Background: an optimization exercise with open tools, aiming at small area and a short achievable clock period. Do not read the settings as production practice. At most, simulation tests tie the RTL to the original design; equivalence was not proved. The flow treats the clock pin as an ideal source. Dropping or thinning the clock tree relies on that and would not hold on a real chip. No activity file was given, so power comes from the tool's default toggle rates.

== before ==
==> flow/design.v (excerpt) <==
module hb_task_queue_top (
    input  logic        clk,
    input  logic        reset,             
    input  logic        push_req,
    input  logic [31:0] data_in,
    input  logic        pop_req,
    output logic        full,
    output logic        valid_out,
    output logic [31:0] data_out,
    input  logic        consumer_ready,
    output logic        dist_out_valid,
    output logic [31:0] dist_out_data,
    output logic [1:0]  grant_out,
    output logic [1:0]  served_bank
);
Size: ~1200 cells after synthesis, about 590 flip-flops, about 110 I/O pins, ~21000 um^2 of cells after synthesis.
==> module hb_task_queue_core, before the edit <==
module hb_task_queue_core #(
    parameter DEPTH = 16,
    parameter WIDTH = 32
)(
    input  logic clk,
    input  logic reset,                  
    input  logic push_req,
    input  logic [WIDTH-1:0] data_in,
    output logic full,
    output logic valid_out,
    output logic [WIDTH-1:0] data_out,
    input  logic pop_req,
    output logic empty                   
);
    localparam RDEPTH = DEPTH - 1;       
    logic [WIDTH-1:0]  head_q;
    logic [WIDTH-1:0]  slot [0:RDEPTH-1];
    logic [DEPTH:0]    nocc;             
    logic [DEPTH:0]    occ;              
    logic [RDEPTH-1:0] rsel;             
    logic              valid_q, full_q;  
    logic              le1_q;            
    logic              mid_q;            
    assign data_out  = head_q;
    assign valid_out = valid_q;
    assign full      = full_q;
    assign empty     = occ[0];
    assign occ       = ~nocc;
    logic [1:0] head_en;
    hb_or2 head_en_lo (.a(occ[0]), .b(pop_req), .y(head_en[0]));
    hb_or2 head_en_hi (.a(occ[0]), .b(pop_req), .y(head_en[1]));
    logic [WIDTH-1:0] head_d;
    always_comb begin
        head_d = le1_q ? data_in : '0;
        for (int j = 0; j < RDEPTH; j++)
            head_d = head_d | (rsel[j] ? slot[j] : '0);
    end
    always_ff @(posedge clk) begin
        if (head_en[0])
            head_q[WIDTH/2-1:0] <= head_d[WIDTH/2-1:0];
        if (head_en[1])
            head_q[WIDTH-1:WIDTH/2] <= head_d[WIDTH-1:WIDTH/2];
    end
    logic [RDEPTH-1:0] shift;
    for (genvar j = 0; j < RDEPTH; j++) begin : g_shift
        hb_and2 shift_en (.a(push_req), .b(mid_q), .y(shift[j]));
    end
    always_ff @(posedge clk) begin
        if (shift[0])
            slot[0] <= data_in;
        for (int j = 1; j < RDEPTH; j++)
            if (shift[j])
                slot[j] <= slot[j-1];
    end
    logic [DEPTH:0] occ_up, occ_dn, occ_both;
    always_comb begin
        occ_up            = {occ[DEPTH-1:0], 1'b0};
        occ_up[DEPTH]     = occ[DEPTH-1] | occ[DEPTH];
        occ_dn            = {1'b0, occ[DEPTH:1]};
        occ_dn[0]         = occ[0] | occ[1];
        occ_both          = occ;
        occ_both[0]       = 1'b0;
        occ_both[1]       = occ[0] | occ[1];
        occ_both[DEPTH-1] = occ[DEPTH-1] | occ[DEPTH];
        occ_both[DEPTH]   = 1'b0;
    end
    localparam NDEC = 3;
    logic [NDEC-1:0] s_hold, s_push, s_pop, s_both;
    for (genvar d = 0; d < NDEC; d++) begin : g_dec
        hb_req_decode decode (
            .push_req(push_req),
            .pop_req(pop_req),
            .reset(reset),
            .s_hold(s_hold[d]),
            .s_push(s_push[d]),
            .s_pop(s_pop[d]),
            .s_both(s_both[d])
        );
    end
    function automatic [3:0] flags(input [DEPTH:0] o);
        flags = {!o[0], o[DEPTH], o[0] | o[1], !o[0] && !o[DEPTH]};
    endfunction
    localparam NB = DEPTH + 1 + 4;
    wire [NB-1:0] c_hold = {flags(occ), occ};
    wire [NB-1:0] c_push = {flags(occ_up), occ_up};
    wire [NB-1:0] c_pop  = {flags(occ_dn), occ_dn};
    wire [NB-1:0] c_both = {flags(occ_both), occ_both};
    logic [NB-1:0] nxt;
    for (genvar k = 0; k < NB; k++) begin : g_next
        localparam int D = (k * NDEC) / NB;
        if (k == 0 || k == DEPTH + 2) begin : g_set
            hb_pick4_set pick (
                .s0(s_hold[D]), .s1(s_push[D]), .s2(s_pop[D]), .s3(s_both[D]),
                .a(c_hold[k]), .b(c_push[k]), .c(c_pop[k]), .d(c_both[k]),
                .set(reset), .y(nxt[k])
            );
        end else begin : g_plain
            hb_pick4 pick (
                .s0(s_hold[D]), .s1(s_push[D]), .s2(s_pop[D]), .s3(s_both[D]),
                .a(c_hold[k]), .b(c_push[k]), .c(c_pop[k]), .d(c_both[k]),
                .y(nxt[k])
            );
        end
    end
    always_ff @(posedge clk) begin
        nocc    <= ~nxt[DEPTH:0];
        rsel    <= nxt[DEPTH:2];
        {valid_q, full_q, le1_q, mid_q} <= nxt[NB-1:DEPTH+1];
    end
endmodule
==> module hb_pick4, before the edit <==
module hb_pick4 (
    input  logic s0, s1, s2, s3,
    input  logic a, b, c, d,
    output logic y
);
    assign y = (s0 & a) | (s1 & b) | (s2 & c) | (s3 & d);
endmodule
==> module hb_pick4_set, before the edit <==
module hb_pick4_set (
    input  logic s0, s1, s2, s3,
    input  logic a, b, c, d,
    input  logic set,
    output logic y
);
    assign y = (s0 & a) | (s1 & b) | (s2 & c) | (s3 & d) | set;
endmodule
Settings: LEC_CHECK=0, CAP_MARGIN=20, CORE_MARGIN=2, CORE_UTILIZATION=60, PLACE_DENSITY=0.72, SETUP_SLACK_MARGIN=1.9, SLEW_MARGIN=20, SYNTH_HIERARCHICAL=1, SYNTH_MINIMUM_KEEP_SIZE=0; clock period 3.6 ns.
standard.sh (not shown) runs the stock make flow with config.mk's settings and CLKGATE_MAP_FILE= SYNTH_SCRIPT=/design/flow/synth_recipe.tcl, a recipe that flattens the netlist after the stock synthesis.
==> flow/flow/run.sh <==
#!/bin/bash
# Own layout flow: the standard ORFS flow, with two changes:
#  - the clock tree is built by flow/pre_cts.tcl (two inverter levels) in
#    place of TritonCTS;
#  - every port gets a buf_1 as its port buffer.
# Each ORFS step writes its full log under orfs/logs/; make's own output goes
# to flow_make.log in the work folder.
set -euo pipefail
W=$(pwd)
bash standard.sh \
  PRE_CTS_TCL="$W/flow/pre_cts.tcl" \
  BUFFER_PORTS_ARGS="-buffer_cell sky130_fd_sc_hd__buf_1" \
  finish > "$W/flow_make.log" 2>&1
Other scripts of this flow, unchanged in this note and not shown: flow/flow/mtree.tcl, flow/flow/pre_cts.tcl
[inputs] after vs before
-- flow/design.v --
<<< before, line 78
        );
    end
    function automatic [3:0] flags(input [DEPTH:0] o);
        flags = {!o[0], o[DEPTH], o[0] | o[1], !o[0] && !o[DEPTH]};
    endfunction
    localparam NB = DEPTH + 1 + 4;
    wire [NB-1:0] c_hold = {flags(occ), occ};
    wire [NB-1:0] c_push = {flags(occ_up), occ_up};
    wire [NB-1:0] c_pop  = {flags(occ_dn), occ_dn};
    wire [NB-1:0] c_both = {flags(occ_both), occ_both};
    logic [NB-1:0] nxt;
    for (genvar k = 0; k < NB; k++) begin : g_next
        localparam int D = (k * NDEC) / NB;
        if (k == 0 || k == DEPTH + 2) begin : g_set
            hb_pick4_set pick (
                .s0(s_hold[D]), .s1(s_push[D]), .s2(s_pop[D]), .s3(s_both[D]),
                .a(c_hold[k]), .b(c_push[k]), .c(c_pop[k]), .d(c_both[k]),
                .set(reset), .y(nxt[k])
            );
        end else begin : g_plain
            hb_pick4 pick (
                .s0(s_hold[D]), .s1(s_push[D]), .s2(s_pop[D]), .s3(s_both[D]),
                .a(c_hold[k]), .b(c_push[k]), .c(c_pop[k]), .d(c_both[k]),
                .y(nxt[k])
            );
        end
    end
    always_ff @(posedge clk) begin
        nocc    <= ~nxt[DEPTH:0];
        rsel    <= nxt[DEPTH:2];
        {valid_q, full_q, le1_q, mid_q} <= nxt[NB-1:DEPTH+1];
    end
endmodule
>>> after, line 78
        );
    end
    logic [DEPTH:0] occ_n;
    for (genvar k = 0; k <= DEPTH; k++) begin : g_next
        localparam int D = (k * NDEC) / (DEPTH + 1);
        assign occ_n[k] = (s_hold[D] & occ[k]) | (s_push[D] & occ_up[k])
                        | (s_pop[D] & occ_dn[k]) | (s_both[D] & occ_both[k])
                        | (k == 0 ? reset : 1'b0);
    end
    always_ff @(posedge clk) begin
        nocc    <= ~occ_n;
        rsel    <= occ_n[DEPTH:2];
        valid_q <= !occ_n[0];
        full_q  <= occ_n[DEPTH];
        le1_q   <= occ_n[0] | occ_n[1];
        mid_q   <= !occ_n[0] && !occ_n[DEPTH];
    end
endmodule
<<< before, line 128
module hb_or2 (input logic a, input logic b, output logic y);
    assign y = a | b;
endmodule
module hb_pick4 (
    input  logic s0, s1, s2, s3,
    input  logic a, b, c, d,
    output logic y
);
    assign y = (s0 & a) | (s1 & b) | (s2 & c) | (s3 & d);
endmodule
module hb_pick4_set (
    input  logic s0, s1, s2, s3,
    input  logic a, b, c, d,
    input  logic set,
    output logic y
);
    assign y = (s0 & a) | (s1 & b) | (s2 & c) | (s3 & d) | set;
endmodule
module hb_task_distributor (
>>> after, line 113
module hb_or2 (input logic a, input logic b, output logic y);
    assign y = a | b;
endmodule
module hb_task_distributor (
### Flow results
Per the final summary, after finished and its layout is clean on timing, DRC and antenna. after against before: count of buffering cells on the critical path with inverters included fell 1, fraction of power consumed by combinational cells dropped 1.3 points, fraction of standard cell area that is sequential shows an increase of 1.3 points. after against before: synthesized area saw a decrease; minimum clock period moved up; slack of the critical path fell by 0.031 ns; register cell area after layout has remained practically unchanged; area of all placed cells without fillers went down. | met1 routed wirelength after detailed routing | after vs before | 1.3% lower |. Final RePlAce weighted congestion, before and after, higher one = after. Relative to before, the count of state elements after synthesis of after is lower by about 0.34%.
No run of this note included a check of the RTL's function; only the layout flow was run. No run of this note takes its clock network from TritonCTS; it comes from the design's own scripts or RTL.

* * *

Setup of run C:
The RTL this note starts from:
==> flow/design.v <==
module hb_task_queue_core #(
    parameter DEPTH = 16,
    parameter WIDTH = 32
)(
    input  logic clk,
    input  logic reset,                  
    input  logic push_req,
    input  logic [WIDTH-1:0] data_in,
    output logic full,
    output logic valid_out,
    output logic [WIDTH-1:0] data_out,
    input  logic pop_req,
    output logic empty                   
);
    localparam RDEPTH = DEPTH - 1;       
    logic [WIDTH-1:0]  head_q;
    logic [WIDTH-1:0]  slot [0:RDEPTH-1];
    logic [DEPTH:0]    occ;              
    logic [RDEPTH-1:0] rsel;             
    logic              valid_q, full_q;  
    logic              le1_q;            
    logic              mid_q;            
    assign data_out  = head_q;
    assign valid_out = valid_q;
    assign full      = full_q;
    assign empty     = occ[0];
    assign occ       = {rsel, valid_q & le1_q, !valid_q};
    wire head_en = occ[0] || pop_req;
    logic [WIDTH-1:0] head_d;
    always_comb begin
        head_d = le1_q ? data_in : '0;
        for (int j = 0; j < RDEPTH; j++)
            head_d = head_d | (rsel[j] ? slot[j] : '0);
    end
    always_ff @(posedge clk) begin
        if (head_en)
            head_q <= head_d;
    end
    wire shift = push_req && mid_q;
    always_ff @(posedge clk) begin
        if (shift) begin
            slot[0] <= data_in;
            for (int j = 1; j < RDEPTH; j++)
                slot[j] <= slot[j-1];
        end
    end
    logic [DEPTH:0] occ_up, occ_dn, occ_both;
    always_comb begin
        occ_up            = {occ[DEPTH-1:0], 1'b0};
        occ_up[DEPTH]     = occ[DEPTH-1] | occ[DEPTH];
        occ_dn            = {1'b0, occ[DEPTH:1]};
        occ_dn[0]         = occ[0] | occ[1];
        occ_both          = occ;
        occ_both[0]       = 1'b0;
        occ_both[1]       = occ[0] | occ[1];
        occ_both[DEPTH-1] = occ[DEPTH-1] | occ[DEPTH];
        occ_both[DEPTH]   = 1'b0;
    end
    logic s_hold, s_push, s_pop, s_both;
    hb_req_decode decode (
        .push_req(push_req),
        .pop_req(pop_req),
        .reset(reset),
        .s_hold(s_hold),
        .s_push(s_push),
        .s_pop(s_pop),
        .s_both(s_both)
    );
    wire [DEPTH:0] occ_n = ({(DEPTH+1){s_hold}} & occ)
                         | ({(DEPTH+1){s_push}} & occ_up)
                         | ({(DEPTH+1){s_pop}}  & occ_dn)
                         | ({(DEPTH+1){s_both}} & occ_both)
                         | {{DEPTH{1'b0}}, reset};
    always_ff @(posedge clk) begin
        rsel    <= occ_n[DEPTH:2];
        valid_q <= !occ_n[0];
        full_q  <= occ_n[DEPTH];
        le1_q   <= occ_n[0] | occ_n[1];
        mid_q   <= !occ_n[0] && !occ_n[DEPTH];
    end
endmodule
module hb_req_decode (
    input  logic push_req,
    input  logic pop_req,
    input  logic reset,
    output logic s_hold,
    output logic s_push,
    output logic s_pop,
    output logic s_both
);
    assign s_hold = !reset && !push_req && !pop_req;
    assign s_push = !reset &&  push_req && !pop_req;
    assign s_pop  = !reset && !push_req &&  pop_req;
    assign s_both = !reset &&  push_req &&  pop_req;
endmodule
module hb_task_distributor (
    input  logic clk,
    input  logic reset,                  
    input  logic in_valid,
    input  logic [31:0] in_data,
    output logic out_valid,
    output logic [31:0] out_data,
    input  logic consumer_ready
);
    logic buffered_valid;                
    logic buffered_empty;                
    logic [31:0] buffered_data;
    assign out_valid = buffered_valid;
    assign out_data  = buffered_data;
    always_ff @(posedge clk) begin
        if (in_valid && buffered_empty)
            buffered_data <= in_data;
        else
            buffered_data <= buffered_data & {32{!buffered_empty}};
    end
    logic valid_n;
    always_comb begin
        if (buffered_empty)
            valid_n = in_valid;
        else
            valid_n = !consumer_ready;
    end
    always_ff @(posedge clk) begin
        if (reset) begin
            buffered_valid <= 1'b0;
            buffered_empty <= 1'b1;
        end else begin
            buffered_valid <= valid_n;
            buffered_empty <= !valid_n;
        end
    end
endmodule
module hb_arbiter_banked (
    input  logic clk,
    input  logic reset,                  
    input  logic in_valid,
    input  logic [31:0] in_data,
    output logic [1:0] grant_out,
    output logic [1:0] served_bank
);
    logic rr;
    logic [1:0] grant;
    assign grant_out   = grant;
    assign served_bank = grant;
    always_ff @(posedge clk) begin
        if (reset) begin
            grant <= 2'b00;
            rr    <= 1'b0;
        end else begin
            grant <= in_valid ? (rr ? 2'b10 : 2'b01) : 2'b00;
            if (in_valid) rr <= ~rr;
        end
    end
endmodule
module hb_task_queue_top (
    input  logic        clk,
    input  logic        reset,             
    input  logic        push_req,
    input  logic [31:0] data_in,
    input  logic        pop_req,
    output logic        full,
    output logic        valid_out,
    output logic [31:0] data_out,
    input  logic        consumer_ready,
    output logic        dist_out_valid,
    output logic [31:0] dist_out_data,
    output logic [1:0]  grant_out,
    output logic [1:0]  served_bank
);
    logic q_empty;
    hb_task_queue_core #(.DEPTH(16), .WIDTH(32)) dut_queue (
        .clk(clk),
        .reset(reset),
        .push_req(push_req),
        .data_in(data_in),
        .full(full),
        .valid_out(valid_out),
        .data_out(data_out),
        .pop_req(pop_req),
        .empty(q_empty)
    );
    hb_task_distributor distributor (
        .clk(clk),
        .reset(reset),
        .in_valid(!q_empty),
        .in_data(data_out),
        .out_valid(dist_out_valid),
        .out_data(dist_out_data),
        .consumer_ready(consumer_ready)
    );
    hb_arbiter_banked arbiter (
        .clk(clk),
        .reset(reset),
        .in_valid(!q_empty),
        .in_data(data_out),
        .grant_out(grant_out),
        .served_bank(served_bank)
    );
endmodule
Settings: LEC_CHECK=0, CAP_MARGIN=20, CORE_MARGIN=2, CORE_UTILIZATION=60, PLACE_DENSITY=0.72, SETUP_SLACK_MARGIN=1.9, SLEW_MARGIN=20, SYNTH_HIERARCHICAL=1, SYNTH_MINIMUM_KEEP_SIZE=0; clock period 3.6 ns.
Scripts as last shown in full above: flow/flow/run.sh
Other scripts of this flow, unchanged in this note and not shown: flow/flow/mtree.tcl, flow/flow/pre_cts.tcl
Run C was carried through to the last stage, and its layout satisfied the timing, design-rule and antenna checks.
### run C -> run D
diff --git a/flow/design.v b/flow/design.v
--- a/flow/design.v
+++ b/flow/design.v
@@ -25,14 +25,22 @@
     assign full      = full_q;
     assign empty     = occ[0];
     assign occ       = {rsel, valid_q & le1_q, !valid_q};
     wire head_en = occ[0] || pop_req;
     logic [WIDTH-1:0] head_d;
-    always_comb begin
-        head_d = le1_q ? data_in : '0;
-        for (int j = 0; j < RDEPTH; j++)
-            head_d = head_d | (rsel[j] ? slot[j] : '0);
+    for (genvar i = 0; i < WIDTH; i++) begin : g_hd
+        logic [5:0] t_n;
+        for (genvar p = 0; p < 5; p++) begin : g_p
+            hb_aoi222 l1 (.a0(rsel[3*p]),   .b0(slot[3*p][i]),
+                          .a1(rsel[3*p+1]), .b1(slot[3*p+1][i]),
+                          .a2(rsel[3*p+2]), .b2(slot[3*p+2][i]), .y(t_n[p]));
+        end
+        hb_nand2 l1d (.a(le1_q), .b(data_in[i]), .y(t_n[5]));
+        logic [1:0] t_o;
+        hb_nand3 l2a (.a(t_n[0]), .b(t_n[1]), .c(t_n[2]), .y(t_o[0]));
+        hb_nand3 l2b (.a(t_n[3]), .b(t_n[4]), .c(t_n[5]), .y(t_o[1]));
+        hb_or2 l3 (.a(t_o[0]), .b(t_o[1]), .y(head_d[i]));
     end
     always_ff @(posedge clk) begin
         if (head_en)
             head_q <= head_d;
     end
@@ -90,10 +98,23 @@
 );
     assign s_hold = !reset && !push_req && !pop_req;
     assign s_push = !reset &&  push_req && !pop_req;
     assign s_pop  = !reset && !push_req &&  pop_req;
     assign s_both = !reset &&  push_req &&  pop_req;
+endmodule
+module hb_aoi222 (input logic a0, input logic b0, input logic a1, input logic b1,
+                  input logic a2, input logic b2, output logic y);
+    assign y = !((a0 & b0) | (a1 & b1) | (a2 & b2));
+endmodule
+module hb_nand2 (input logic a, input logic b, output logic y);
+    assign y = !(a & b);
+endmodule
+module hb_nand3 (input logic a, input logic b, input logic c, output logic y);
+    assign y = !(a & b & c);
+endmodule
+module hb_or2 (input logic a, input logic b, output logic y);
+    assign y = a | b;
 endmodule
 module hb_task_distributor (
     input  logic clk,
     input  logic reset,                  
     input  logic in_valid,
Results
Diff run D and run C: area of the placeable core lower in run D. Run D gives more post-route minimum period than run C did. Run D against run C: synthesized area moved down; maximum fanout encountered on the critical timing path went down; worst setup slack fell 97 ps; power per cell area decreased about 0.3%. In run D the share of post-route cells with drive strength above 1 turned out 2.6 points higher than in run C. Run C → run D: cell count after synthesis lost 5.9%, buffers plus inverters on the worst setup path decreased 1, instance area after placement moved down.
For run D, only the layout was checked, not whether the RTL still works. No run of this note takes its clock network from TritonCTS; it comes from the design's own scripts or RTL.

[re-timing with driven ports]
In the flow no input, the clock included, has a driving cell. The finished layouts below were timed again as built, in two steps.
Step 1, drivers: a clkbuf_16 drives clk and a buf_2 each remaining input, both assumed.
Step 2 also shifts input and output timing later by t, the mid clock arrival at the registers, as if the neighbouring blocks saw the same clock.
a / b / c = ideal ports / drivers / drivers and shift; a / b = the first two.
run	shift t [ns]	setup WS [ns]	worst setup path after step 2	worst register clock-pin slew, ns	cell pins on the clock port's net
before	0.392	1.902 / 1.774 / 1.685	input to register	0.09 / 0.09	4
after	0.385	1.871 / 1.804 / 1.525	input to register	0.09 / 0.10	4
run C	0.373	1.946 / 1.744 / 1.698	input to register	0.09 / 0.09	4
run D	0.384	1.849 / 1.821 / 1.686	input to register	0.09 / 0.09	4
After both steps every run listed still meets setup and hold. The setup slack of after, which loses most, moves by -0.067 ns with the drivers and by -0.346 ns with both steps.
